This design comes from an exercise in tuning for small area and a short achievable clock period on the open sky130 flow, not from production work.
No functional check of the RTL was part of this run.
Power figures rest on the tool's default switching activity, not on a simulated workload.

File: design/flow/design.v
module multiplier_int(clk, a, one, two, neg, b, p);
  input clk;
  input [15:0] a;
  input [7:0] one, two, neg;
  input [15:0] b;
  output [31:0] p;
  reg [15:0] a_r;
  reg [7:0] one_r, two_r, neg_r;
  wire pp0_0;
  wire pp0_1;
  wire pp0_2;
  wire pp0_3;
  wire pp0_4;
  wire pp0_5;
  wire pp0_6;
  wire pp0_7;
  wire pp0_8;
  wire pp0_9;
  wire pp0_10;
  wire pp0_11;
  wire pp0_12;
  wire pp0_13;
  wire pp0_14;
  wire pp0_15;
  wire pp0_16;
  wire pp1_0;
  wire pp1_1;
  wire pp1_2;
  wire pp1_3;
  wire pp1_4;
  wire pp1_5;
  wire pp1_6;
  wire pp1_7;
  wire pp1_8;
  wire pp1_9;
  wire pp1_10;
  wire pp1_11;
  wire pp1_12;
  wire pp1_13;
  wire pp1_14;
  wire pp1_15;
  wire pp1_16;
  wire pp2_0;
  wire pp2_1;
  wire pp2_2;
  wire pp2_3;
  wire pp2_4;
  wire pp2_5;
  wire pp2_6;
  wire pp2_7;
  wire pp2_8;
  wire pp2_9;
  wire pp2_10;
  wire pp2_11;
  wire pp2_12;
  wire pp2_13;
  wire pp2_14;
  wire pp2_15;
  wire pp2_16;
  wire pp3_0;
  wire pp3_1;
  wire pp3_2;
  wire pp3_3;
  wire pp3_4;
  wire pp3_5;
  wire pp3_6;
  wire pp3_7;
  wire pp3_8;
  wire pp3_9;
  wire pp3_10;
  wire pp3_11;
  wire pp3_12;
  wire pp3_13;
  wire pp3_14;
  wire pp3_15;
  wire pp3_16;
  wire pp4_0;
  wire pp4_1;
  wire pp4_2;
  wire pp4_3;
  wire pp4_4;
  wire pp4_5;
  wire pp4_6;
  wire pp4_7;
  wire pp4_8;
  wire pp4_9;
  wire pp4_10;
  wire pp4_11;
  wire pp4_12;
  wire pp4_13;
  wire pp4_14;
  wire pp4_15;
  wire pp4_16;
  wire pp5_0;
  wire pp5_1;
  wire pp5_2;
  wire pp5_3;
  wire pp5_4;
  wire pp5_5;
  wire pp5_6;
  wire pp5_7;
  wire pp5_8;
  wire pp5_9;
  wire pp5_10;
  wire pp5_11;
  wire pp5_12;
  wire pp5_13;
  wire pp5_14;
  wire pp5_15;
  wire pp5_16;
  wire pp6_0;
  wire pp6_1;
  wire pp6_2;
  wire pp6_3;
  wire pp6_4;
  wire pp6_5;
  wire pp6_6;
  wire pp6_7;
  wire pp6_8;
  wire pp6_9;
  wire pp6_10;
  wire pp6_11;
  wire pp6_12;
  wire pp6_13;
  wire pp6_14;
  wire pp6_15;
  wire pp6_16;
  wire pp7_0;
  wire pp7_1;
  wire pp7_2;
  wire pp7_3;
  wire pp7_4;
  wire pp7_5;
  wire pp7_6;
  wire pp7_7;
  wire pp7_8;
  wire pp7_9;
  wire pp7_10;
  wire pp7_11;
  wire pp7_12;
  wire pp7_13;
  wire pp7_14;
  wire pp7_15;
  wire pp7_16;
  wire s1;
  wire c2;
  wire s3;
  wire c4;
  wire s5;
  wire c6;
  wire s7;
  wire c8;
  wire s9;
  wire c10;
  wire s11;
  wire c12;
  wire s13;
  wire c14;
  wire s15;
  wire c16;
  wire s17;
  wire c18;
  wire s19;
  wire c20;
  wire s21;
  wire c22;
  wire s23;
  wire c24;
  wire s25;
  wire c26;
  wire s27;
  wire c28;
  wire s29;
  wire c30;
  wire s31;
  wire c32;
  wire s33;
  wire c34;
  wire s35;
  wire c36;
  wire s37;
  wire c38;
  wire s39;
  wire c40;
  wire s41;
  wire c42;
  wire s43;
  wire c44;
  wire s45;
  wire c46;
  wire s47;
  wire c48;
  wire s49;
  wire c50;
  wire s51;
  wire c52;
  wire s53;
  wire c54;
  wire s55;
  wire c56;
  wire s57;
  wire c58;
  wire s59;
  wire c60;
  wire s61;
  wire c62;
  wire s63;
  wire c64;
  wire s65;
  wire c66;
  wire s67;
  wire c68;
  wire s69;
  wire c70;
  wire s71;
  wire c72;
  wire s73;
  wire c74;
  wire s75;
  wire c76;
  wire s77;
  wire c78;
  wire s79;
  wire c80;
  wire s81;
  wire c82;
  wire s83;
  wire c84;
  wire s85;
  wire c86;
  wire s87;
  wire c88;
  wire s89;
  wire c90;
  wire s91;
  wire c92;
  wire s93;
  wire c94;
  wire s95;
  wire c96;
  wire s97;
  wire c98;
  wire s99;
  wire c100;
  wire s101;
  wire c102;
  wire s103;
  wire c104;
  wire s105;
  wire c106;
  wire s107;
  wire c108;
  wire s109;
  wire c110;
  wire s111;
  wire c112;
  wire s113;
  wire c114;
  wire s115;
  wire c116;
  wire s117;
  wire c118;
  wire s119;
  wire c120;
  wire s121;
  wire c122;
  wire s123;
  wire c124;
  wire s125;
  wire c126;
  wire s127;
  wire c128;
  wire s129;
  wire c130;
  wire s131;
  wire c132;
  wire s133;
  wire c134;
  wire s135;
  wire c136;
  wire s137;
  wire c138;
  wire s139;
  wire c140;
  wire s141;
  wire c142;
  wire s143;
  wire c144;
  wire s145;
  wire c146;
  wire s147;
  wire c148;
  wire s149;
  wire c150;
  wire s151;
  wire c152;
  wire s153;
  wire c154;
  wire s155;
  wire c156;
  wire s157;
  wire c158;
  wire s159;
  wire c160;
  wire s161;
  wire c162;
  wire s163;
  wire c164;
  wire s165;
  wire c166;
  wire s167;
  wire c168;
  wire s169;
  wire c170;
  wire s171;
  wire c172;
  wire s173;
  wire c174;
  wire s175;
  wire c176;
  wire s177;
  wire c178;
  wire s179;
  wire c180;
  wire s181;
  wire c182;
  wire s183;
  wire c184;
  wire s185;
  wire c186;
  wire s187;
  wire c188;
  wire s189;
  wire c190;
  wire s191;
  wire c192;
  wire s193;
  wire c194;
  wire s195;
  wire c196;
  wire s197;
  wire c198;
  wire s199;
  wire c200;
  wire s201;
  wire c202;
  wire s203;
  wire c204;
  wire s205;
  wire c206;
  wire s207;
  wire c208;
  wire s209;
  wire c210;
  wire s211;
  wire c212;
  wire s213;
  wire c214;
  wire s215;
  wire c216;
  wire s217;
  wire c218;
  wire s219;
  wire c220;
  wire s221;
  wire c222;
  wire s223;
  wire c224;
  reg t2_0_0;
  reg t2_0_1;
  reg t2_1_0;
  reg t2_2_0;
  reg t2_2_1;
  reg t2_2_2;
  reg t2_3_0;
  reg t2_3_1;
  reg t2_4_0;
  reg t2_4_1;
  reg t2_4_2;
  reg t2_4_3;
  reg t2_5_0;
  reg t2_5_1;
  reg t2_5_2;
  reg t2_6_0;
  reg t2_6_1;
  reg t2_6_2;
  reg t2_6_3;
  reg t2_7_0;
  reg t2_7_1;
  reg t2_7_2;
  reg t2_7_3;
  reg t2_8_0;
  reg t2_8_1;
  reg t2_8_2;
  reg t2_8_3;
  reg t2_9_0;
  reg t2_9_1;
  reg t2_9_2;
  reg t2_9_3;
  reg t2_10_0;
  reg t2_10_1;
  reg t2_10_2;
  reg t2_10_3;
  reg t2_11_0;
  reg t2_11_1;
  reg t2_11_2;
  reg t2_11_3;
  reg t2_12_0;
  reg t2_12_1;
  reg t2_12_2;
  reg t2_12_3;
  reg t2_13_0;
  reg t2_13_1;
  reg t2_13_2;
  reg t2_13_3;
  reg t2_14_0;
  reg t2_14_1;
  reg t2_14_2;
  reg t2_14_3;
  reg t2_15_0;
  reg t2_15_1;
  reg t2_15_2;
  reg t2_15_3;
  reg t2_16_0;
  reg t2_16_1;
  reg t2_16_2;
  reg t2_16_3;
  reg t2_17_0;
  reg t2_17_1;
  reg t2_17_2;
  reg t2_17_3;
  reg t2_18_0;
  reg t2_18_1;
  reg t2_18_2;
  reg t2_18_3;
  reg t2_19_0;
  reg t2_19_1;
  reg t2_19_2;
  reg t2_19_3;
  reg t2_20_0;
  reg t2_20_1;
  reg t2_20_2;
  reg t2_20_3;
  reg t2_21_0;
  reg t2_21_1;
  reg t2_21_2;
  reg t2_21_3;
  reg t2_22_0;
  reg t2_22_1;
  reg t2_22_2;
  reg t2_22_3;
  reg t2_23_0;
  reg t2_23_1;
  reg t2_23_2;
  reg t2_23_3;
  reg t2_24_0;
  reg t2_24_1;
  reg t2_24_2;
  reg t2_24_3;
  reg t2_25_0;
  reg t2_25_1;
  reg t2_25_3;
  reg t2_26_0;
  reg t2_26_1;
  reg t2_26_2;
  reg t2_26_3;
  reg t2_27_0;
  reg t2_27_1;
  reg t2_28_0;
  reg t2_28_1;
  reg t2_29_0;
  reg t2_30_0;
  reg t4_0_0;
  reg t4_0_1;
  reg t4_1_0;
  reg t4_2_0;
  reg t4_2_1;
  reg t4_3_0;
  reg t4_3_1;
  reg t4_4_0;
  reg t4_4_1;
  reg t4_5_0;
  reg t4_5_1;
  reg t4_6_0;
  reg t4_6_1;
  reg t4_7_0;
  reg t4_7_1;
  reg t4_8_0;
  reg t4_8_1;
  reg t4_9_0;
  reg t4_9_1;
  reg t4_10_0;
  reg t4_10_1;
  reg t4_11_0;
  reg t4_11_1;
  reg t4_12_0;
  reg t4_12_1;
  reg t4_13_0;
  reg t4_13_1;
  reg t4_14_0;
  reg t4_14_1;
  reg t4_15_0;
  reg t4_15_1;
  reg t4_16_0;
  reg t4_16_1;
  reg t4_17_0;
  reg t4_17_1;
  reg t4_18_0;
  reg t4_18_1;
  reg t4_19_0;
  reg t4_19_1;
  reg t4_20_0;
  reg t4_20_1;
  reg t4_21_0;
  reg t4_21_1;
  reg t4_22_0;
  reg t4_22_1;
  reg t4_23_0;
  reg t4_23_1;
  reg t4_24_0;
  reg t4_24_1;
  reg t4_25_0;
  reg t4_25_1;
  reg t4_26_0;
  reg t4_26_1;
  reg t4_27_0;
  reg t4_27_1;
  reg t4_28_0;
  reg t4_28_1;
  reg t4_29_0;
  reg t4_29_1;
  reg t4_30_0;
  reg t4_30_1;
  always @(posedge clk) begin
    a_r <= a;
    one_r <= one; two_r <= two; neg_r <= neg;
    t2_0_0 <= pp0_0;
    t2_0_1 <= neg_r[0];
    t2_1_0 <= pp0_1;
    t2_2_0 <= pp0_2;
    t2_2_1 <= pp1_0;
    t2_2_2 <= neg_r[1];
    t2_3_0 <= pp0_3;
    t2_3_1 <= pp1_1;
    t2_4_0 <= pp0_4;
    t2_4_1 <= pp1_2;
    t2_4_2 <= pp2_0;
    t2_4_3 <= neg_r[2];
    t2_5_0 <= pp0_5;
    t2_5_1 <= pp1_3;
    t2_5_2 <= pp2_1;
    t2_6_0 <= s49;
    t2_6_1 <= pp2_2;
    t2_6_2 <= pp3_0;
    t2_6_3 <= neg_r[3];
    t2_7_0 <= s51;
    t2_7_1 <= pp2_3;
    t2_7_2 <= pp3_1;
    t2_7_3 <= c50;
    t2_8_0 <= s53;
    t2_8_1 <= s55;
    t2_8_2 <= neg_r[4];
    t2_8_3 <= c52;
    t2_9_0 <= s57;
    t2_9_1 <= s59;
    t2_9_2 <= c54;
    t2_9_3 <= c56;
    t2_10_0 <= s61;
    t2_10_1 <= s63;
    t2_10_2 <= c58;
    t2_10_3 <= c60;
    t2_11_0 <= s65;
    t2_11_1 <= s67;
    t2_11_2 <= c62;
    t2_11_3 <= c64;
    t2_12_0 <= s69;
    t2_12_1 <= s71;
    t2_12_2 <= c66;
    t2_12_3 <= c68;
    t2_13_0 <= s73;
    t2_13_1 <= s75;
    t2_13_2 <= c70;
    t2_13_3 <= c72;
    t2_14_0 <= s77;
    t2_14_1 <= s79;
    t2_14_2 <= c74;
    t2_14_3 <= c76;
    t2_15_0 <= s81;
    t2_15_1 <= s83;
    t2_15_2 <= c78;
    t2_15_3 <= c80;
    t2_16_0 <= s85;
    t2_16_1 <= s87;
    t2_16_2 <= c82;
    t2_16_3 <= c84;
    t2_17_0 <= s89;
    t2_17_1 <= s91;
    t2_17_2 <= c86;
    t2_17_3 <= c88;
    t2_18_0 <= s93;
    t2_18_1 <= s95;
    t2_18_2 <= c90;
    t2_18_3 <= c92;
    t2_19_0 <= s97;
    t2_19_1 <= s99;
    t2_19_2 <= c94;
    t2_19_3 <= c96;
    t2_20_0 <= s101;
    t2_20_1 <= s103;
    t2_20_2 <= c98;
    t2_20_3 <= c100;
    t2_21_0 <= s105;
    t2_21_1 <= s107;
    t2_21_2 <= c102;
    t2_21_3 <= c104;
    t2_22_0 <= s109;
    t2_22_1 <= s111;
    t2_22_2 <= c106;
    t2_22_3 <= c108;
    t2_23_0 <= s113;
    t2_23_1 <= s115;
    t2_23_2 <= c110;
    t2_23_3 <= c112;
    t2_24_0 <= s117;
    t2_24_1 <= pp7_10;
    t2_24_2 <= c114;
    t2_24_3 <= c116;
    t2_25_0 <= s119;
    t2_25_1 <= pp7_11;
    t2_25_3 <= c118;
    t2_26_0 <= pp5_16;
    t2_26_1 <= pp6_14;
    t2_26_2 <= pp7_12;
    t2_26_3 <= c120;
    t2_27_0 <= pp6_15;
    t2_27_1 <= pp7_13;
    t2_28_0 <= pp6_16;
    t2_28_1 <= pp7_14;
    t2_29_0 <= pp7_15;
    t2_30_0 <= pp7_16;
    t4_0_0 <= t2_0_0;
    t4_0_1 <= t2_0_1;
    t4_1_0 <= t2_1_0;
    t4_2_0 <= s169;
    t4_2_1 <= t2_2_2;
    t4_3_0 <= s171;
    t4_3_1 <= c170;
    t4_4_0 <= s173;
    t4_4_1 <= c172;
    t4_5_0 <= s175;
    t4_5_1 <= c174;
    t4_6_0 <= s177;
    t4_6_1 <= c176;
    t4_7_0 <= s179;
    t4_7_1 <= c178;
    t4_8_0 <= s181;
    t4_8_1 <= c180;
    t4_9_0 <= s183;
    t4_9_1 <= c182;
    t4_10_0 <= s185;
    t4_10_1 <= c184;
    t4_11_0 <= s187;
    t4_11_1 <= c186;
    t4_12_0 <= s189;
    t4_12_1 <= c188;
    t4_13_0 <= s191;
    t4_13_1 <= c190;
    t4_14_0 <= s193;
    t4_14_1 <= c192;
    t4_15_0 <= s195;
    t4_15_1 <= c194;
    t4_16_0 <= s197;
    t4_16_1 <= c196;
    t4_17_0 <= s199;
    t4_17_1 <= c198;
    t4_18_0 <= s201;
    t4_18_1 <= c200;
    t4_19_0 <= s203;
    t4_19_1 <= c202;
    t4_20_0 <= s205;
    t4_20_1 <= c204;
    t4_21_0 <= s207;
    t4_21_1 <= c206;
    t4_22_0 <= s209;
    t4_22_1 <= c208;
    t4_23_0 <= s211;
    t4_23_1 <= c210;
    t4_24_0 <= s213;
    t4_24_1 <= c212;
    t4_25_0 <= s215;
    t4_25_1 <= c214;
    t4_26_0 <= s217;
    t4_26_1 <= c216;
    t4_27_0 <= s219;
    t4_27_1 <= c218;
    t4_28_0 <= s221;
    t4_28_1 <= c220;
    t4_29_0 <= s223;
    t4_29_1 <= c222;
    t4_30_0 <= t2_30_0;
    t4_30_1 <= c224;
  end
  assign pp0_0 = (one_r[0] & a_r[0]) ^ neg_r[0];
  assign pp0_1 = ((one_r[0] & a_r[1]) | (two_r[0] & a_r[0])) ^ neg_r[0];
  assign pp0_2 = ((one_r[0] & a_r[2]) | (two_r[0] & a_r[1])) ^ neg_r[0];
  assign pp0_3 = ((one_r[0] & a_r[3]) | (two_r[0] & a_r[2])) ^ neg_r[0];
  assign pp0_4 = ((one_r[0] & a_r[4]) | (two_r[0] & a_r[3])) ^ neg_r[0];
  assign pp0_5 = ((one_r[0] & a_r[5]) | (two_r[0] & a_r[4])) ^ neg_r[0];
  assign pp0_6 = ((one_r[0] & a_r[6]) | (two_r[0] & a_r[5])) ^ neg_r[0];
  assign pp0_7 = ((one_r[0] & a_r[7]) | (two_r[0] & a_r[6])) ^ neg_r[0];
  assign pp0_8 = ((one_r[0] & a_r[8]) | (two_r[0] & a_r[7])) ^ neg_r[0];
  assign pp0_9 = ((one_r[0] & a_r[9]) | (two_r[0] & a_r[8])) ^ neg_r[0];
  assign pp0_10 = ((one_r[0] & a_r[10]) | (two_r[0] & a_r[9])) ^ neg_r[0];
  assign pp0_11 = ((one_r[0] & a_r[11]) | (two_r[0] & a_r[10])) ^ neg_r[0];
  assign pp0_12 = ((one_r[0] & a_r[12]) | (two_r[0] & a_r[11])) ^ neg_r[0];
  assign pp0_13 = ((one_r[0] & a_r[13]) | (two_r[0] & a_r[12])) ^ neg_r[0];
  assign pp0_14 = ((one_r[0] & a_r[14]) | (two_r[0] & a_r[13])) ^ neg_r[0];
  assign pp0_15 = ((one_r[0] & a_r[15]) | (two_r[0] & a_r[14])) ^ neg_r[0];
  assign pp0_16 = ~(((one_r[0] & a_r[15]) | (two_r[0] & a_r[15])) ^ neg_r[0]);
  assign pp1_0 = (one_r[1] & a_r[0]) ^ neg_r[1];
  assign pp1_1 = ((one_r[1] & a_r[1]) | (two_r[1] & a_r[0])) ^ neg_r[1];
  assign pp1_2 = ((one_r[1] & a_r[2]) | (two_r[1] & a_r[1])) ^ neg_r[1];
  assign pp1_3 = ((one_r[1] & a_r[3]) | (two_r[1] & a_r[2])) ^ neg_r[1];
  assign pp1_4 = ((one_r[1] & a_r[4]) | (two_r[1] & a_r[3])) ^ neg_r[1];
  assign pp1_5 = ((one_r[1] & a_r[5]) | (two_r[1] & a_r[4])) ^ neg_r[1];
  assign pp1_6 = ((one_r[1] & a_r[6]) | (two_r[1] & a_r[5])) ^ neg_r[1];
  assign pp1_7 = ((one_r[1] & a_r[7]) | (two_r[1] & a_r[6])) ^ neg_r[1];
  assign pp1_8 = ((one_r[1] & a_r[8]) | (two_r[1] & a_r[7])) ^ neg_r[1];
  assign pp1_9 = ((one_r[1] & a_r[9]) | (two_r[1] & a_r[8])) ^ neg_r[1];
  assign pp1_10 = ((one_r[1] & a_r[10]) | (two_r[1] & a_r[9])) ^ neg_r[1];
  assign pp1_11 = ((one_r[1] & a_r[11]) | (two_r[1] & a_r[10])) ^ neg_r[1];
  assign pp1_12 = ((one_r[1] & a_r[12]) | (two_r[1] & a_r[11])) ^ neg_r[1];
  assign pp1_13 = ((one_r[1] & a_r[13]) | (two_r[1] & a_r[12])) ^ neg_r[1];
  assign pp1_14 = ((one_r[1] & a_r[14]) | (two_r[1] & a_r[13])) ^ neg_r[1];
  assign pp1_15 = ((one_r[1] & a_r[15]) | (two_r[1] & a_r[14])) ^ neg_r[1];
  assign pp1_16 = ~(((one_r[1] & a_r[15]) | (two_r[1] & a_r[15])) ^ neg_r[1]);
  assign pp2_0 = (one_r[2] & a_r[0]) ^ neg_r[2];
  assign pp2_1 = ((one_r[2] & a_r[1]) | (two_r[2] & a_r[0])) ^ neg_r[2];
  assign pp2_2 = ((one_r[2] & a_r[2]) | (two_r[2] & a_r[1])) ^ neg_r[2];
  assign pp2_3 = ((one_r[2] & a_r[3]) | (two_r[2] & a_r[2])) ^ neg_r[2];
  assign pp2_4 = ((one_r[2] & a_r[4]) | (two_r[2] & a_r[3])) ^ neg_r[2];
  assign pp2_5 = ((one_r[2] & a_r[5]) | (two_r[2] & a_r[4])) ^ neg_r[2];
  assign pp2_6 = ((one_r[2] & a_r[6]) | (two_r[2] & a_r[5])) ^ neg_r[2];
  assign pp2_7 = ((one_r[2] & a_r[7]) | (two_r[2] & a_r[6])) ^ neg_r[2];
  assign pp2_8 = ((one_r[2] & a_r[8]) | (two_r[2] & a_r[7])) ^ neg_r[2];
  assign pp2_9 = ((one_r[2] & a_r[9]) | (two_r[2] & a_r[8])) ^ neg_r[2];
  assign pp2_10 = ((one_r[2] & a_r[10]) | (two_r[2] & a_r[9])) ^ neg_r[2];
  assign pp2_11 = ((one_r[2] & a_r[11]) | (two_r[2] & a_r[10])) ^ neg_r[2];
  assign pp2_12 = ((one_r[2] & a_r[12]) | (two_r[2] & a_r[11])) ^ neg_r[2];
  assign pp2_13 = ((one_r[2] & a_r[13]) | (two_r[2] & a_r[12])) ^ neg_r[2];
  assign pp2_14 = ((one_r[2] & a_r[14]) | (two_r[2] & a_r[13])) ^ neg_r[2];
  assign pp2_15 = ((one_r[2] & a_r[15]) | (two_r[2] & a_r[14])) ^ neg_r[2];
  assign pp2_16 = ~(((one_r[2] & a_r[15]) | (two_r[2] & a_r[15])) ^ neg_r[2]);
  assign pp3_0 = (one_r[3] & a_r[0]) ^ neg_r[3];
  assign pp3_1 = ((one_r[3] & a_r[1]) | (two_r[3] & a_r[0])) ^ neg_r[3];
  assign pp3_2 = ((one_r[3] & a_r[2]) | (two_r[3] & a_r[1])) ^ neg_r[3];
  assign pp3_3 = ((one_r[3] & a_r[3]) | (two_r[3] & a_r[2])) ^ neg_r[3];
  assign pp3_4 = ((one_r[3] & a_r[4]) | (two_r[3] & a_r[3])) ^ neg_r[3];
  assign pp3_5 = ((one_r[3] & a_r[5]) | (two_r[3] & a_r[4])) ^ neg_r[3];
  assign pp3_6 = ((one_r[3] & a_r[6]) | (two_r[3] & a_r[5])) ^ neg_r[3];
  assign pp3_7 = ((one_r[3] & a_r[7]) | (two_r[3] & a_r[6])) ^ neg_r[3];
  assign pp3_8 = ((one_r[3] & a_r[8]) | (two_r[3] & a_r[7])) ^ neg_r[3];
  assign pp3_9 = ((one_r[3] & a_r[9]) | (two_r[3] & a_r[8])) ^ neg_r[3];
  assign pp3_10 = ((one_r[3] & a_r[10]) | (two_r[3] & a_r[9])) ^ neg_r[3];
  assign pp3_11 = ((one_r[3] & a_r[11]) | (two_r[3] & a_r[10])) ^ neg_r[3];
  assign pp3_12 = ((one_r[3] & a_r[12]) | (two_r[3] & a_r[11])) ^ neg_r[3];
  assign pp3_13 = ((one_r[3] & a_r[13]) | (two_r[3] & a_r[12])) ^ neg_r[3];
  assign pp3_14 = ((one_r[3] & a_r[14]) | (two_r[3] & a_r[13])) ^ neg_r[3];
  assign pp3_15 = ((one_r[3] & a_r[15]) | (two_r[3] & a_r[14])) ^ neg_r[3];
  assign pp3_16 = ~(((one_r[3] & a_r[15]) | (two_r[3] & a_r[15])) ^ neg_r[3]);
  assign pp4_0 = (one_r[4] & a_r[0]) ^ neg_r[4];
  assign pp4_1 = ((one_r[4] & a_r[1]) | (two_r[4] & a_r[0])) ^ neg_r[4];
  assign pp4_2 = ((one_r[4] & a_r[2]) | (two_r[4] & a_r[1])) ^ neg_r[4];
  assign pp4_3 = ((one_r[4] & a_r[3]) | (two_r[4] & a_r[2])) ^ neg_r[4];
  assign pp4_4 = ((one_r[4] & a_r[4]) | (two_r[4] & a_r[3])) ^ neg_r[4];
  assign pp4_5 = ((one_r[4] & a_r[5]) | (two_r[4] & a_r[4])) ^ neg_r[4];
  assign pp4_6 = ((one_r[4] & a_r[6]) | (two_r[4] & a_r[5])) ^ neg_r[4];
  assign pp4_7 = ((one_r[4] & a_r[7]) | (two_r[4] & a_r[6])) ^ neg_r[4];
  assign pp4_8 = ((one_r[4] & a_r[8]) | (two_r[4] & a_r[7])) ^ neg_r[4];
  assign pp4_9 = ((one_r[4] & a_r[9]) | (two_r[4] & a_r[8])) ^ neg_r[4];
  assign pp4_10 = ((one_r[4] & a_r[10]) | (two_r[4] & a_r[9])) ^ neg_r[4];
  assign pp4_11 = ((one_r[4] & a_r[11]) | (two_r[4] & a_r[10])) ^ neg_r[4];
  assign pp4_12 = ((one_r[4] & a_r[12]) | (two_r[4] & a_r[11])) ^ neg_r[4];
  assign pp4_13 = ((one_r[4] & a_r[13]) | (two_r[4] & a_r[12])) ^ neg_r[4];
  assign pp4_14 = ((one_r[4] & a_r[14]) | (two_r[4] & a_r[13])) ^ neg_r[4];
  assign pp4_15 = ((one_r[4] & a_r[15]) | (two_r[4] & a_r[14])) ^ neg_r[4];
  assign pp4_16 = ~(((one_r[4] & a_r[15]) | (two_r[4] & a_r[15])) ^ neg_r[4]);
  assign pp5_0 = (one_r[5] & a_r[0]) ^ neg_r[5];
  assign pp5_1 = ((one_r[5] & a_r[1]) | (two_r[5] & a_r[0])) ^ neg_r[5];
  assign pp5_2 = ((one_r[5] & a_r[2]) | (two_r[5] & a_r[1])) ^ neg_r[5];
  assign pp5_3 = ((one_r[5] & a_r[3]) | (two_r[5] & a_r[2])) ^ neg_r[5];
  assign pp5_4 = ((one_r[5] & a_r[4]) | (two_r[5] & a_r[3])) ^ neg_r[5];
  assign pp5_5 = ((one_r[5] & a_r[5]) | (two_r[5] & a_r[4])) ^ neg_r[5];
  assign pp5_6 = ((one_r[5] & a_r[6]) | (two_r[5] & a_r[5])) ^ neg_r[5];
  assign pp5_7 = ((one_r[5] & a_r[7]) | (two_r[5] & a_r[6])) ^ neg_r[5];
  assign pp5_8 = ((one_r[5] & a_r[8]) | (two_r[5] & a_r[7])) ^ neg_r[5];
  assign pp5_9 = ((one_r[5] & a_r[9]) | (two_r[5] & a_r[8])) ^ neg_r[5];
  assign pp5_10 = ((one_r[5] & a_r[10]) | (two_r[5] & a_r[9])) ^ neg_r[5];
  assign pp5_11 = ((one_r[5] & a_r[11]) | (two_r[5] & a_r[10])) ^ neg_r[5];
  assign pp5_12 = ((one_r[5] & a_r[12]) | (two_r[5] & a_r[11])) ^ neg_r[5];
  assign pp5_13 = ((one_r[5] & a_r[13]) | (two_r[5] & a_r[12])) ^ neg_r[5];
  assign pp5_14 = ((one_r[5] & a_r[14]) | (two_r[5] & a_r[13])) ^ neg_r[5];
  assign pp5_15 = ((one_r[5] & a_r[15]) | (two_r[5] & a_r[14])) ^ neg_r[5];
  assign pp5_16 = ~(((one_r[5] & a_r[15]) | (two_r[5] & a_r[15])) ^ neg_r[5]);
  assign pp6_0 = (one_r[6] & a_r[0]) ^ neg_r[6];
  assign pp6_1 = ((one_r[6] & a_r[1]) | (two_r[6] & a_r[0])) ^ neg_r[6];
  assign pp6_2 = ((one_r[6] & a_r[2]) | (two_r[6] & a_r[1])) ^ neg_r[6];
  assign pp6_3 = ((one_r[6] & a_r[3]) | (two_r[6] & a_r[2])) ^ neg_r[6];
  assign pp6_4 = ((one_r[6] & a_r[4]) | (two_r[6] & a_r[3])) ^ neg_r[6];
  assign pp6_5 = ((one_r[6] & a_r[5]) | (two_r[6] & a_r[4])) ^ neg_r[6];
  assign pp6_6 = ((one_r[6] & a_r[6]) | (two_r[6] & a_r[5])) ^ neg_r[6];
  assign pp6_7 = ((one_r[6] & a_r[7]) | (two_r[6] & a_r[6])) ^ neg_r[6];
  assign pp6_8 = ((one_r[6] & a_r[8]) | (two_r[6] & a_r[7])) ^ neg_r[6];
  assign pp6_9 = ((one_r[6] & a_r[9]) | (two_r[6] & a_r[8])) ^ neg_r[6];
  assign pp6_10 = ((one_r[6] & a_r[10]) | (two_r[6] & a_r[9])) ^ neg_r[6];
  assign pp6_11 = ((one_r[6] & a_r[11]) | (two_r[6] & a_r[10])) ^ neg_r[6];
  assign pp6_12 = ((one_r[6] & a_r[12]) | (two_r[6] & a_r[11])) ^ neg_r[6];
  assign pp6_13 = ((one_r[6] & a_r[13]) | (two_r[6] & a_r[12])) ^ neg_r[6];
  assign pp6_14 = ((one_r[6] & a_r[14]) | (two_r[6] & a_r[13])) ^ neg_r[6];
  assign pp6_15 = ((one_r[6] & a_r[15]) | (two_r[6] & a_r[14])) ^ neg_r[6];
  assign pp6_16 = ~(((one_r[6] & a_r[15]) | (two_r[6] & a_r[15])) ^ neg_r[6]);
  assign pp7_0 = (one_r[7] & a_r[0]) ^ neg_r[7];
  assign pp7_1 = ((one_r[7] & a_r[1]) | (two_r[7] & a_r[0])) ^ neg_r[7];
  assign pp7_2 = ((one_r[7] & a_r[2]) | (two_r[7] & a_r[1])) ^ neg_r[7];
  assign pp7_3 = ((one_r[7] & a_r[3]) | (two_r[7] & a_r[2])) ^ neg_r[7];
  assign pp7_4 = ((one_r[7] & a_r[4]) | (two_r[7] & a_r[3])) ^ neg_r[7];
  assign pp7_5 = ((one_r[7] & a_r[5]) | (two_r[7] & a_r[4])) ^ neg_r[7];
  assign pp7_6 = ((one_r[7] & a_r[6]) | (two_r[7] & a_r[5])) ^ neg_r[7];
  assign pp7_7 = ((one_r[7] & a_r[7]) | (two_r[7] & a_r[6])) ^ neg_r[7];
  assign pp7_8 = ((one_r[7] & a_r[8]) | (two_r[7] & a_r[7])) ^ neg_r[7];
  assign pp7_9 = ((one_r[7] & a_r[9]) | (two_r[7] & a_r[8])) ^ neg_r[7];
  assign pp7_10 = ((one_r[7] & a_r[10]) | (two_r[7] & a_r[9])) ^ neg_r[7];
  assign pp7_11 = ((one_r[7] & a_r[11]) | (two_r[7] & a_r[10])) ^ neg_r[7];
  assign pp7_12 = ((one_r[7] & a_r[12]) | (two_r[7] & a_r[11])) ^ neg_r[7];
  assign pp7_13 = ((one_r[7] & a_r[13]) | (two_r[7] & a_r[12])) ^ neg_r[7];
  assign pp7_14 = ((one_r[7] & a_r[14]) | (two_r[7] & a_r[13])) ^ neg_r[7];
  assign pp7_15 = ((one_r[7] & a_r[15]) | (two_r[7] & a_r[14])) ^ neg_r[7];
  assign pp7_16 = ~(((one_r[7] & a_r[15]) | (two_r[7] & a_r[15])) ^ neg_r[7]);
  assign s1 = pp0_10 ^ pp1_8;
  assign c2 = pp0_10 & pp1_8;
  assign s3 = pp0_11 ^ pp1_9;
  assign c4 = pp0_11 & pp1_9;
  assign s5 = pp0_12 ^ pp1_10 ^ pp2_8;
  assign c6 = (pp0_12 & pp1_10) | (pp0_12 & pp2_8) | (pp1_10 & pp2_8);
  assign s7 = pp3_6 ^ pp4_4;
  assign c8 = pp3_6 & pp4_4;
  assign s9 = pp0_13 ^ pp1_11 ^ pp2_9;
  assign c10 = (pp0_13 & pp1_11) | (pp0_13 & pp2_9) | (pp1_11 & pp2_9);
  assign s11 = pp3_7 ^ pp4_5;
  assign c12 = pp3_7 & pp4_5;
  assign s13 = pp0_14 ^ pp1_12 ^ pp2_10;
  assign c14 = (pp0_14 & pp1_12) | (pp0_14 & pp2_10) | (pp1_12 & pp2_10);
  assign s15 = pp3_8 ^ pp4_6 ^ pp5_4;
  assign c16 = (pp3_8 & pp4_6) | (pp3_8 & pp5_4) | (pp4_6 & pp5_4);
  assign s17 = pp6_2 ^ pp7_0;
  assign c18 = pp6_2 & pp7_0;
  assign s19 = pp0_15 ^ pp1_13 ^ pp2_11;
  assign c20 = (pp0_15 & pp1_13) | (pp0_15 & pp2_11) | (pp1_13 & pp2_11);
  assign s21 = pp3_9 ^ pp4_7 ^ pp5_5;
  assign c22 = (pp3_9 & pp4_7) | (pp3_9 & pp5_5) | (pp4_7 & pp5_5);
  assign s23 = pp6_3 ^ pp7_1;
  assign c24 = pp6_3 & pp7_1;
  assign s25 = pp0_16 ^ pp1_14 ^ pp2_12;
  assign c26 = (pp0_16 & pp1_14) | (pp0_16 & pp2_12) | (pp1_14 & pp2_12);
  assign s27 = pp3_10 ^ pp4_8 ^ pp5_6;
  assign c28 = (pp3_10 & pp4_8) | (pp3_10 & pp5_6) | (pp4_8 & pp5_6);
  assign s29 = pp6_4 ^ pp7_2 ^ 1'b1;
  assign c30 = (pp6_4 & pp7_2) | (pp6_4 & 1'b1) | (pp7_2 & 1'b1);
  assign s31 = pp1_15 ^ pp2_13 ^ pp3_11;
  assign c32 = (pp1_15 & pp2_13) | (pp1_15 & pp3_11) | (pp2_13 & pp3_11);
  assign s33 = pp4_9 ^ pp5_7 ^ pp6_5;
  assign c34 = (pp4_9 & pp5_7) | (pp4_9 & pp6_5) | (pp5_7 & pp6_5);
  assign s35 = pp7_3 ^ 1'b1;
  assign c36 = pp7_3 & 1'b1;
  assign s37 = pp1_16 ^ pp2_14 ^ pp3_12;
  assign c38 = (pp1_16 & pp2_14) | (pp1_16 & pp3_12) | (pp2_14 & pp3_12);
  assign s39 = pp4_10 ^ pp5_8 ^ pp6_6;
  assign c40 = (pp4_10 & pp5_8) | (pp4_10 & pp6_6) | (pp5_8 & pp6_6);
  assign s41 = pp2_15 ^ pp3_13 ^ pp4_11;
  assign c42 = (pp2_15 & pp3_13) | (pp2_15 & pp4_11) | (pp3_13 & pp4_11);
  assign s43 = pp5_9 ^ pp6_7;
  assign c44 = pp5_9 & pp6_7;
  assign s45 = pp2_16 ^ pp3_14 ^ pp4_12;
  assign c46 = (pp2_16 & pp3_14) | (pp2_16 & pp4_12) | (pp3_14 & pp4_12);
  assign s47 = pp3_15 ^ pp4_13;
  assign c48 = pp3_15 & pp4_13;
  assign s49 = pp0_6 ^ pp1_4;
  assign c50 = pp0_6 & pp1_4;
  assign s51 = pp0_7 ^ pp1_5;
  assign c52 = pp0_7 & pp1_5;
  assign s53 = pp0_8 ^ pp1_6 ^ pp2_4;
  assign c54 = (pp0_8 & pp1_6) | (pp0_8 & pp2_4) | (pp1_6 & pp2_4);
  assign s55 = pp3_2 ^ pp4_0;
  assign c56 = pp3_2 & pp4_0;
  assign s57 = pp0_9 ^ pp1_7 ^ pp2_5;
  assign c58 = (pp0_9 & pp1_7) | (pp0_9 & pp2_5) | (pp1_7 & pp2_5);
  assign s59 = pp3_3 ^ pp4_1;
  assign c60 = pp3_3 & pp4_1;
  assign s61 = s1 ^ pp2_6 ^ pp3_4;
  assign c62 = (s1 & pp2_6) | (s1 & pp3_4) | (pp2_6 & pp3_4);
  assign s63 = pp4_2 ^ pp5_0 ^ neg_r[5];
  assign c64 = (pp4_2 & pp5_0) | (pp4_2 & neg_r[5]) | (pp5_0 & neg_r[5]);
  assign s65 = s3 ^ pp2_7 ^ pp3_5;
  assign c66 = (s3 & pp2_7) | (s3 & pp3_5) | (pp2_7 & pp3_5);
  assign s67 = pp4_3 ^ pp5_1 ^ c2;
  assign c68 = (pp4_3 & pp5_1) | (pp4_3 & c2) | (pp5_1 & c2);
  assign s69 = s5 ^ s7 ^ pp5_2;
  assign c70 = (s5 & s7) | (s5 & pp5_2) | (s7 & pp5_2);
  assign s71 = pp6_0 ^ neg_r[6] ^ c4;
  assign c72 = (pp6_0 & neg_r[6]) | (pp6_0 & c4) | (neg_r[6] & c4);
  assign s73 = s9 ^ s11 ^ pp5_3;
  assign c74 = (s9 & s11) | (s9 & pp5_3) | (s11 & pp5_3);
  assign s75 = pp6_1 ^ c6 ^ c8;
  assign c76 = (pp6_1 & c6) | (pp6_1 & c8) | (c6 & c8);
  assign s77 = s13 ^ s15 ^ s17;
  assign c78 = (s13 & s15) | (s13 & s17) | (s15 & s17);
  assign s79 = neg_r[7] ^ c10 ^ c12;
  assign c80 = (neg_r[7] & c10) | (neg_r[7] & c12) | (c10 & c12);
  assign s81 = s19 ^ s21 ^ s23;
  assign c82 = (s19 & s21) | (s19 & s23) | (s21 & s23);
  assign s83 = c14 ^ c16 ^ c18;
  assign c84 = (c14 & c16) | (c14 & c18) | (c16 & c18);
  assign s85 = s25 ^ s27 ^ s29;
  assign c86 = (s25 & s27) | (s25 & s29) | (s27 & s29);
  assign s87 = c20 ^ c22 ^ c24;
  assign c88 = (c20 & c22) | (c20 & c24) | (c22 & c24);
  assign s89 = s31 ^ s33 ^ s35;
  assign c90 = (s31 & s33) | (s31 & s35) | (s33 & s35);
  assign s91 = c26 ^ c28 ^ c30;
  assign c92 = (c26 & c28) | (c26 & c30) | (c28 & c30);
  assign s93 = s37 ^ s39 ^ pp7_4;
  assign c94 = (s37 & s39) | (s37 & pp7_4) | (s39 & pp7_4);
  assign s95 = c32 ^ c34 ^ c36;
  assign c96 = (c32 & c34) | (c32 & c36) | (c34 & c36);
  assign s97 = s41 ^ s43 ^ pp7_5;
  assign c98 = (s41 & s43) | (s41 & pp7_5) | (s43 & pp7_5);
  assign s99 = 1'b1 ^ c38 ^ c40;
  assign c100 = (1'b1 & c38) | (1'b1 & c40) | (c38 & c40);
  assign s101 = s45 ^ pp5_10 ^ pp6_8;
  assign c102 = (s45 & pp5_10) | (s45 & pp6_8) | (pp5_10 & pp6_8);
  assign s103 = pp7_6 ^ c42 ^ c44;
  assign c104 = (pp7_6 & c42) | (pp7_6 & c44) | (c42 & c44);
  assign s105 = s47 ^ pp5_11 ^ pp6_9;
  assign c106 = (s47 & pp5_11) | (s47 & pp6_9) | (pp5_11 & pp6_9);
  assign s107 = pp7_7 ^ 1'b1 ^ c46;
  assign c108 = (pp7_7 & 1'b1) | (pp7_7 & c46) | (1'b1 & c46);
  assign s109 = pp3_16 ^ pp4_14 ^ pp5_12;
  assign c110 = (pp3_16 & pp4_14) | (pp3_16 & pp5_12) | (pp4_14 & pp5_12);
  assign s111 = pp6_10 ^ pp7_8 ^ c48;
  assign c112 = (pp6_10 & pp7_8) | (pp6_10 & c48) | (pp7_8 & c48);
  assign s113 = pp4_15 ^ pp5_13 ^ pp6_11;
  assign c114 = (pp4_15 & pp5_13) | (pp4_15 & pp6_11) | (pp5_13 & pp6_11);
  assign s115 = pp7_9 ^ 1'b1;
  assign c116 = pp7_9 & 1'b1;
  assign s117 = pp4_16 ^ pp5_14 ^ pp6_12;
  assign c118 = (pp4_16 & pp5_14) | (pp4_16 & pp6_12) | (pp5_14 & pp6_12);
  assign s119 = pp5_15 ^ pp6_13;
  assign c120 = pp5_15 & pp6_13;
  assign s121 = t2_4_0 ^ t2_4_1;
  assign c122 = t2_4_0 & t2_4_1;
  assign s123 = t2_5_0 ^ t2_5_1;
  assign c124 = t2_5_0 & t2_5_1;
  assign s125 = t2_6_0 ^ t2_6_1 ^ t2_6_2;
  assign c126 = (t2_6_0 & t2_6_1) | (t2_6_0 & t2_6_2) | (t2_6_1 & t2_6_2);
  assign s127 = t2_7_0 ^ t2_7_1 ^ t2_7_2;
  assign c128 = (t2_7_0 & t2_7_1) | (t2_7_0 & t2_7_2) | (t2_7_1 & t2_7_2);
  assign s129 = t2_8_0 ^ t2_8_1 ^ t2_8_2;
  assign c130 = (t2_8_0 & t2_8_1) | (t2_8_0 & t2_8_2) | (t2_8_1 & t2_8_2);
  assign s131 = t2_9_0 ^ t2_9_1 ^ t2_9_2;
  assign c132 = (t2_9_0 & t2_9_1) | (t2_9_0 & t2_9_2) | (t2_9_1 & t2_9_2);
  assign s133 = t2_10_0 ^ t2_10_1 ^ t2_10_2;
  assign c134 = (t2_10_0 & t2_10_1) | (t2_10_0 & t2_10_2) | (t2_10_1 & t2_10_2);
  assign s135 = t2_11_0 ^ t2_11_1 ^ t2_11_2;
  assign c136 = (t2_11_0 & t2_11_1) | (t2_11_0 & t2_11_2) | (t2_11_1 & t2_11_2);
  assign s137 = t2_12_0 ^ t2_12_1 ^ t2_12_2;
  assign c138 = (t2_12_0 & t2_12_1) | (t2_12_0 & t2_12_2) | (t2_12_1 & t2_12_2);
  assign s139 = t2_13_0 ^ t2_13_1 ^ t2_13_2;
  assign c140 = (t2_13_0 & t2_13_1) | (t2_13_0 & t2_13_2) | (t2_13_1 & t2_13_2);
  assign s141 = t2_14_0 ^ t2_14_1 ^ t2_14_2;
  assign c142 = (t2_14_0 & t2_14_1) | (t2_14_0 & t2_14_2) | (t2_14_1 & t2_14_2);
  assign s143 = t2_15_0 ^ t2_15_1 ^ t2_15_2;
  assign c144 = (t2_15_0 & t2_15_1) | (t2_15_0 & t2_15_2) | (t2_15_1 & t2_15_2);
  assign s145 = t2_16_0 ^ t2_16_1 ^ t2_16_2;
  assign c146 = (t2_16_0 & t2_16_1) | (t2_16_0 & t2_16_2) | (t2_16_1 & t2_16_2);
  assign s147 = t2_17_0 ^ t2_17_1 ^ t2_17_2;
  assign c148 = (t2_17_0 & t2_17_1) | (t2_17_0 & t2_17_2) | (t2_17_1 & t2_17_2);
  assign s149 = t2_18_0 ^ t2_18_1 ^ t2_18_2;
  assign c150 = (t2_18_0 & t2_18_1) | (t2_18_0 & t2_18_2) | (t2_18_1 & t2_18_2);
  assign s151 = t2_19_0 ^ t2_19_1 ^ t2_19_2;
  assign c152 = (t2_19_0 & t2_19_1) | (t2_19_0 & t2_19_2) | (t2_19_1 & t2_19_2);
  assign s153 = t2_20_0 ^ t2_20_1 ^ t2_20_2;
  assign c154 = (t2_20_0 & t2_20_1) | (t2_20_0 & t2_20_2) | (t2_20_1 & t2_20_2);
  assign s155 = t2_21_0 ^ t2_21_1 ^ t2_21_2;
  assign c156 = (t2_21_0 & t2_21_1) | (t2_21_0 & t2_21_2) | (t2_21_1 & t2_21_2);
  assign s157 = t2_22_0 ^ t2_22_1 ^ t2_22_2;
  assign c158 = (t2_22_0 & t2_22_1) | (t2_22_0 & t2_22_2) | (t2_22_1 & t2_22_2);
  assign s159 = t2_23_0 ^ t2_23_1 ^ t2_23_2;
  assign c160 = (t2_23_0 & t2_23_1) | (t2_23_0 & t2_23_2) | (t2_23_1 & t2_23_2);
  assign s161 = t2_24_0 ^ t2_24_1 ^ t2_24_2;
  assign c162 = (t2_24_0 & t2_24_1) | (t2_24_0 & t2_24_2) | (t2_24_1 & t2_24_2);
  assign s163 = t2_25_0 ^ t2_25_1 ^ 1'b1;
  assign c164 = (t2_25_0 & t2_25_1) | (t2_25_0 & 1'b1) | (t2_25_1 & 1'b1);
  assign s165 = t2_26_0 ^ t2_26_1 ^ t2_26_2;
  assign c166 = (t2_26_0 & t2_26_1) | (t2_26_0 & t2_26_2) | (t2_26_1 & t2_26_2);
  assign s167 = t2_27_0 ^ t2_27_1;
  assign c168 = t2_27_0 & t2_27_1;
  assign s169 = t2_2_0 ^ t2_2_1;
  assign c170 = t2_2_0 & t2_2_1;
  assign s171 = t2_3_0 ^ t2_3_1;
  assign c172 = t2_3_0 & t2_3_1;
  assign s173 = s121 ^ t2_4_2 ^ t2_4_3;
  assign c174 = (s121 & t2_4_2) | (s121 & t2_4_3) | (t2_4_2 & t2_4_3);
  assign s175 = s123 ^ t2_5_2 ^ c122;
  assign c176 = (s123 & t2_5_2) | (s123 & c122) | (t2_5_2 & c122);
  assign s177 = s125 ^ t2_6_3 ^ c124;
  assign c178 = (s125 & t2_6_3) | (s125 & c124) | (t2_6_3 & c124);
  assign s179 = s127 ^ t2_7_3 ^ c126;
  assign c180 = (s127 & t2_7_3) | (s127 & c126) | (t2_7_3 & c126);
  assign s181 = s129 ^ t2_8_3 ^ c128;
  assign c182 = (s129 & t2_8_3) | (s129 & c128) | (t2_8_3 & c128);
  assign s183 = s131 ^ t2_9_3 ^ c130;
  assign c184 = (s131 & t2_9_3) | (s131 & c130) | (t2_9_3 & c130);
  assign s185 = s133 ^ t2_10_3 ^ c132;
  assign c186 = (s133 & t2_10_3) | (s133 & c132) | (t2_10_3 & c132);
  assign s187 = s135 ^ t2_11_3 ^ c134;
  assign c188 = (s135 & t2_11_3) | (s135 & c134) | (t2_11_3 & c134);
  assign s189 = s137 ^ t2_12_3 ^ c136;
  assign c190 = (s137 & t2_12_3) | (s137 & c136) | (t2_12_3 & c136);
  assign s191 = s139 ^ t2_13_3 ^ c138;
  assign c192 = (s139 & t2_13_3) | (s139 & c138) | (t2_13_3 & c138);
  assign s193 = s141 ^ t2_14_3 ^ c140;
  assign c194 = (s141 & t2_14_3) | (s141 & c140) | (t2_14_3 & c140);
  assign s195 = s143 ^ t2_15_3 ^ c142;
  assign c196 = (s143 & t2_15_3) | (s143 & c142) | (t2_15_3 & c142);
  assign s197 = s145 ^ t2_16_3 ^ c144;
  assign c198 = (s145 & t2_16_3) | (s145 & c144) | (t2_16_3 & c144);
  assign s199 = s147 ^ t2_17_3 ^ c146;
  assign c200 = (s147 & t2_17_3) | (s147 & c146) | (t2_17_3 & c146);
  assign s201 = s149 ^ t2_18_3 ^ c148;
  assign c202 = (s149 & t2_18_3) | (s149 & c148) | (t2_18_3 & c148);
  assign s203 = s151 ^ t2_19_3 ^ c150;
  assign c204 = (s151 & t2_19_3) | (s151 & c150) | (t2_19_3 & c150);
  assign s205 = s153 ^ t2_20_3 ^ c152;
  assign c206 = (s153 & t2_20_3) | (s153 & c152) | (t2_20_3 & c152);
  assign s207 = s155 ^ t2_21_3 ^ c154;
  assign c208 = (s155 & t2_21_3) | (s155 & c154) | (t2_21_3 & c154);
  assign s209 = s157 ^ t2_22_3 ^ c156;
  assign c210 = (s157 & t2_22_3) | (s157 & c156) | (t2_22_3 & c156);
  assign s211 = s159 ^ t2_23_3 ^ c158;
  assign c212 = (s159 & t2_23_3) | (s159 & c158) | (t2_23_3 & c158);
  assign s213 = s161 ^ t2_24_3 ^ c160;
  assign c214 = (s161 & t2_24_3) | (s161 & c160) | (t2_24_3 & c160);
  assign s215 = s163 ^ t2_25_3 ^ c162;
  assign c216 = (s163 & t2_25_3) | (s163 & c162) | (t2_25_3 & c162);
  assign s217 = s165 ^ t2_26_3 ^ c164;
  assign c218 = (s165 & t2_26_3) | (s165 & c164) | (t2_26_3 & c164);
  assign s219 = s167 ^ 1'b1 ^ c166;
  assign c220 = (s167 & 1'b1) | (s167 & c166) | (1'b1 & c166);
  assign s221 = t2_28_0 ^ t2_28_1 ^ c168;
  assign c222 = (t2_28_0 & t2_28_1) | (t2_28_0 & c168) | (t2_28_1 & c168);
  assign s223 = t2_29_0 ^ 1'b1;
  assign c224 = t2_29_0 & 1'b1;
  wire [31:0] rowA = {1'b1, t4_30_0, t4_29_0, t4_28_0, t4_27_0, t4_26_0, t4_25_0, t4_24_0, t4_23_0, t4_22_0, t4_21_0, t4_20_0, t4_19_0, t4_18_0, t4_17_0, t4_16_0, t4_15_0, t4_14_0, t4_13_0, t4_12_0, t4_11_0, t4_10_0, t4_9_0, t4_8_0, t4_7_0, t4_6_0, t4_5_0, t4_4_0, t4_3_0, t4_2_0, t4_1_0, t4_0_0};
  wire [31:0] rowB = {1'b0, t4_30_1, t4_29_1, t4_28_1, t4_27_1, t4_26_1, t4_25_1, t4_24_1, t4_23_1, t4_22_1, t4_21_1, t4_20_1, t4_19_1, t4_18_1, t4_17_1, t4_16_1, t4_15_1, t4_14_1, t4_13_1, t4_12_1, t4_11_1, t4_10_1, t4_9_1, t4_8_1, t4_7_1, t4_6_1, t4_5_1, t4_4_1, t4_3_1, t4_2_1, 1'b0, t4_0_1};
  assign p = rowA + rowB;
endmodule
module multiply_accumulate(
  clk,
  aresetn,
  reset,
  data,
  multi,
  result,
  overflow
);
  parameter I_OPP_W = 16;
  parameter O_OPP_W = 2 * I_OPP_W;
  input clk;
  input aresetn;
  input reset;
  input [I_OPP_W - 1:0] data;
  input [I_OPP_W - 1:0] multi;
  output reg [O_OPP_W - 1:0] result;
  output reg overflow;
  wire [16:0] bx = {multi, 1'b0};
  wire [7:0] one, two, neg;
  genvar g;
  generate for (g = 0; g < 8; g = g + 1) begin : enc
    assign one[g] = bx[2*g+1] ^ bx[2*g];
    assign two[g] = (bx[2*g+2] & ~bx[2*g+1] & ~bx[2*g]) | (~bx[2*g+2] & bx[2*g+1] & bx[2*g]);
    assign neg[g] = bx[2*g+2];
  end endgenerate
  wire [31:0] prod;
  multiplier_int u0(.clk(clk), .a(data), .one(one), .two(two), .neg(neg), .b(multi), .p(prod));
  localparam ND = 14;
  reg [30:0] pd [0:ND-2];
  integer i;
  always @(posedge clk) begin
    pd[0] <= prod[30:0];
    for (i = 1; i < ND - 1; i = i + 1)
      pd[i] <= pd[i-1];
  end
  wire [30:0] pp = pd[ND-2];
  wire [31:0] pfull = {pp[30] & (|pp[29:0]), pp};
  reg [4:0] cnt;
  reg [31:0] q;
  always @(posedge clk, negedge aresetn) begin
    if (aresetn == 0) begin
      cnt <= 0;
      q <= 0;
    end else begin
      if (cnt != 5'd16)
        cnt <= cnt + 5'd1;
      q <= (cnt == 5'd16) ? pfull : 32'd0;
    end
  end
  always @(posedge clk, negedge aresetn) begin
    if (aresetn == 0) begin
      result <= 0;
      overflow <= 0;
    end else if (reset == 1) begin
      result <= 0;
      overflow <= 0;
    end else begin
      result <= result + q;
      overflow <= result[O_OPP_W - 1] ^ q[31];
    end
  end
endmodule
File: design/flow/run.sh
#!/bin/bash
# synth_recipe.tcl (not shown) runs the flow's synth.tcl, then flattens the netlist and writes it again
# the make line also repeats each setting of config.mk as NAME=value (left out here)
make -C /OpenROAD-flow-scripts/flow DESIGN_CONFIG=/design/flow/config.mk WORK_HOME=/design/flow/orfs CLKGATE_MAP_FILE= SYNTH_SCRIPT=/design/flow/synth_recipe.tcl finish
File: design/flow/config.mk
export PLATFORM = sky130hd
export DESIGN_NAME = multiply_accumulate
export DESIGN_NICKNAME = multiply_accumulate
export VERILOG_FILES = /design/flow/design.v
export SDC_FILE = /design/flow/constraint.sdc
export NUM_CORES = 4
export LEC_CHECK = 0
export CAP_MARGIN = 20
export CORE_MARGIN = 2
export CORE_UTILIZATION = 40
export SETUP_SLACK_MARGIN = 2.0
export SLEW_MARGIN = 20
File: design/flow/constraint.sdc
create_clock -name core_clock -period 4.5 [get_ports {clk}]
set_input_delay 0.9000 -clock core_clock [delete_from_list [all_inputs] [get_ports {clk}]]
set_output_delay 0.9000 -clock core_clock [all_outputs]
set_load 0.01 [all_outputs]
==> out/qor.csv <==
stage,metric,value,unit
clock_tree,Clock Latency Late Sink,600,ps
synth,Post-synth EDFFs,0,
die,Die W,241.7,um
synth,"Primary FF master, synth",dfxtp_1,
routing,Final ANT Viol Nets,0,
sta,Max transition margin,46.54,%
clock_tree,TritonCTS Buffers,68,
layout,Ant. Diodes,0,
sta,Max Clk Rate,372.0,MHz
clock_tree,CTS tree,yes,
power,Design Power,21.93,mW
routing,Vias,12690,
routing,Iter 0 DRT Violations,785,
worst_setup_path,crit path launch type,register,
synth,dominant cell by count in the synthesized netlist,dfxtp_1,
synth,Synth Area in Simple Gates,5.831,%
worst_setup_path,max incr delay on CP,430,ps
worst_setup_path,reg2reg path depth,13,
routing,DR DRC count,0,
placement,worst slack at placement,1585,ps
global_route,GRT Util Overall,13.61,%
hold_path,Worst Hold Class,input pin to asynchronous set/reset pin,
synth,post-synthesis mux area share,0.3876,%
power,Leakage Power,11.16,nW
synth,largest family of logic cells by synthesized area,adder cells,
run_status,outcome,"complete, no violations",
worst_setup_path,critical setup path kind,register to register,
clock_tree,"Clk pin slew, worst setup/hold paths",60,ps
placement,routability cong.,0.8567,
worst_setup_path,Worst R2R Setup Slack,1810,ps
clock_tree,CTS H-tree lvls,3,
layout,"non-filler cells, final",2666,
synth,syn avg cell area,12.65,um^2
global_route,global-route wire length before repair,65630,um
power,VDD IR-drop max,0.3332,mV
sta,Tcrit/Tclk final,59.74,%
synth,library cells used by synthesis,63,
worst_setup_path,worst path required time,4960,ps
routing,final WL,39580,um
sta,Clock Skew,21.65,ps
layout,final core utilization,47.67,%
synth,sequential area share after synthesis,61.62,%
layout,Final nets,2065,
placement,I/O Buffers,67,
layout,design area,0.02677,mm^2
synth,top-area cell type share of the netlist area,53.86,%
worst_setup_path,crit-path cells,ha_2 -> inv_2 -> fa_2 -> nor2b_4 -> o2111ai_2 -> a31oi_2 -> o211ai_1 -> o21ai_2 -> a31o_4 -> buf_6 -> buf_6 -> a211oi_2 -> nor3_2,
sta,"Setup violations, final",0,
die,Ports,68,
worst_setup_path,FF-to-FF End,result[24],
die,full die area,0.05841,mm^2
sta,Slew Limit Fails,0,
worst_setup_path,Worst Path Arrival,3140,ps
placement,hpwl dp,26020,um
clock_tree,clock sinks,678,
synth,"FF+latch count, synth",678,
sta,min Tclk post-route,2688,ps
synth,leading post-synthesis cells by cell area,"dfxtp_1 (54%), dfrtp_1 (7.8%), fa_1 (7.5%)",
die,std cell rows,87,
layout,Area Growth Syn to Fin,18.48,%
clock_tree,Clock Tree Root,clkbuf_16,
sta,RSZ-0062 raised after global routing,true,
synth,Synth Area in XOR/XNOR,7.481,%
synth,largest area contributor in the netlist,dfxtp_1,
sta,"Hold Vio Cnt, Final",0,
global_route,GR Overflow Total,0,
synth,Adder-Cell Fraction of Synth Area,12.29,%
sta,Hold Slack,308.6,ps
synth,cells after synthesis,1786,
die,initial core utilization,40.23,%
worst_setup_path,CP endpoint kind,register,
power,Cell Pwr Density,819.2,mW/mm^2
synth,syn nets,1992,
layout,Register Area,0.01396,mm^2
worst_setup_path,"Max FO, Critical Path",4,
worst_setup_path,most used cell along the critical path,buf_6,
global_route,maximum number of pins on one net before global-route repair,47,
layout,area of the multi-input gates,0.008457,mm^2
layout,Fill cells,5017,
routing,drt wl/cell,14.85,um
synth,Ys Warns,3,
sta,Least-Margin Pin Slew,800.9,ps
clock_tree,CTS Buffer Depth,3,
synth,asr flop ratio synth,10.32,%
worst_setup_path,Critical-path top delay cell,o211ai_1,
synth,synthesized area,0.02260,mm^2
sta,slack of the critical path,1812,ps
worst_setup_path,Worst R2R Start,result[0],
synth,compound-gate portion of the synthesized area,9.718,%
placement,Area after DPL,0.02394,mm^2
die,core area,0.05617,mm^2
layout,share of cells above drive strength 1,12.15,%
global_route,via count of the first global-routing pass,13130,
placement,placed cell count,2528,
job,MaxCap Viol Count,0,
routing,Pre-antenna DRT Iters,5,
die,die height,241.7,um
synth,Synth top cells by count,"dfxtp_1 (608), xnor2_1 (141), a22oi_1 (121)",
sta,TNS Setup,0,ps
global_route,antenna violations before repair,0,
routing,vias per inst,4.758,
-- cell usage in the layout, fill, tap and decap left out, types with 6 or more instances in the layout --
cell             count
clkbuf_1            16
nor3_1              12
inv_1               69
nor4_1              11
o21ai_2              6
nand4_1             12
fa_1                84
a22oi_1            121
a21o_1              31
nand2b_1            15
nor2_1              50
ha_4                 7
clkbuf_8             8
nand3_1             14
clkinv_2            11
o21ai_0             38
and3_1               9
o21bai_1             7
xor2_1              52
clkbuf_16           70
xnor2_1            139
and2_1              34
ha_1                74
dfxtp_2             29
a21oi_1             52
dfxtp_1            579
o21a_1               8
dfrtp_1             70
clkdlybuf4s50_1     60
nor2b_1             10
nand3b_1             7
a31oi_1              6
a21oi_2              6
nand2_1             55
buf_4               22
-- cell type report --
class	count	share of cell area, %
Multi-Input combinational cell	949	31.59
Clock inverter	27	1.313
Timing Repair Buffer	92	3.267
Tap cell	756	3.533
Clock buffer	94	7.178
Inverter	70	0.9814
Sequential cell	678	52.14
-- routing by layer --
metal | up-vias | global-route usage (%) | wire length (um)
met5 | - | 0 | 0
met4 | 0 | 6.826 | 1704
met3 | 134 | 3.319 | 2235
met2 | 370 | 22.97 | 18470
met1 | 6033 | 16.20 | 17170
li1 | 6148 | - | -
-- worst max-delay path by stage --
stage	start	slack, ps	to	cells after the start
2_1_floorplan	result[0]	1970	result[28]	11
3_3_place_gp	result[1]	1620	result[25]	9
3_5_place_dp	result[1]	1590	result[25]	9
4_1_cts	result[0]	1780	result[28]	11
5_1_grt	result[0]	1660	result[24]	13
6_report	result[0]	1810	result[24]	13
-- worst max-delay path, delay by kind of cell (launching register included) --
family | cells | cell delay, ps
compound gates | 6 | 1370
fa+ha+maj | 2 | 420
flops | 1 | 380
buf+inv | 3 | 270
simple gates | 2 | 110
-- repair_timing --
action	4_1_cts	5_1_grt
setup endpoints to repair	34	40
hold buffers	0	0
pin swaps	24	29
setup buffers	9	8
resized for setup	56	55
-- state kept, by name, summed over array words and instances, names as in the netlist, 5 cells and up --
signal    cells
cnt           5
u0.a_r       16
q            32
u0.neg_r      8
pd          403
result       32
u0.two_r      8
u0.one_r      8
-- power breakdown --
part | internal (mW) | total, mW | leakage, nW | switching [mW]
registers | 8.75 | 9.63 | 5.99 | 0.882
clock network | 3.31 | 5.58 | 1.11 | 2.27
logic | 3.15 | 6.72 | 4.05 | 3.57
-- cell families (layout without fill, tap and decap cells) --
kind of cell,count (synthesis),count (layout)
multiplexers,8,8
buffers and inverters,159,283
adder cells (fa/ha/maj),171,171
AND/OR/NAND/NOR,255,255
AO/OA/AOI/OAI,322,322
flip-flops,678,678
XOR/XNOR,193,193

separate check: timing with driven ports:
The flow's constraints put no driver on any port. The routed layout listed below was extracted and timed again, unchanged, in two steps.
Step 1 (the two cells are an assumption about what drives the block):
set clk [get_ports {clk}]
set_driving_cell -lib_cell sky130_fd_sc_hd__clkbuf_16 $clk
set_driving_cell -lib_cell sky130_fd_sc_hd__buf_2 [delete_from_list [all_inputs] $clk]
Step 2, shift: input delay + t, output delay - t, t = (earliest + latest rising clock arrival at the registers) / 2. This alone moves slack from input paths to output paths.
Three values: ideal ports, drivers, drivers and shift; two values: the first two.
t (ns): 0.639
slack for setup (ns): 1.812 / 1.812 / 1.780
worst register clock-pin slew, ns: 0.06 / 0.06
After both steps setup and hold are still met in this run. The setup slack of this run moves by 0.000 ns with the drivers and by -0.032 ns with both steps.
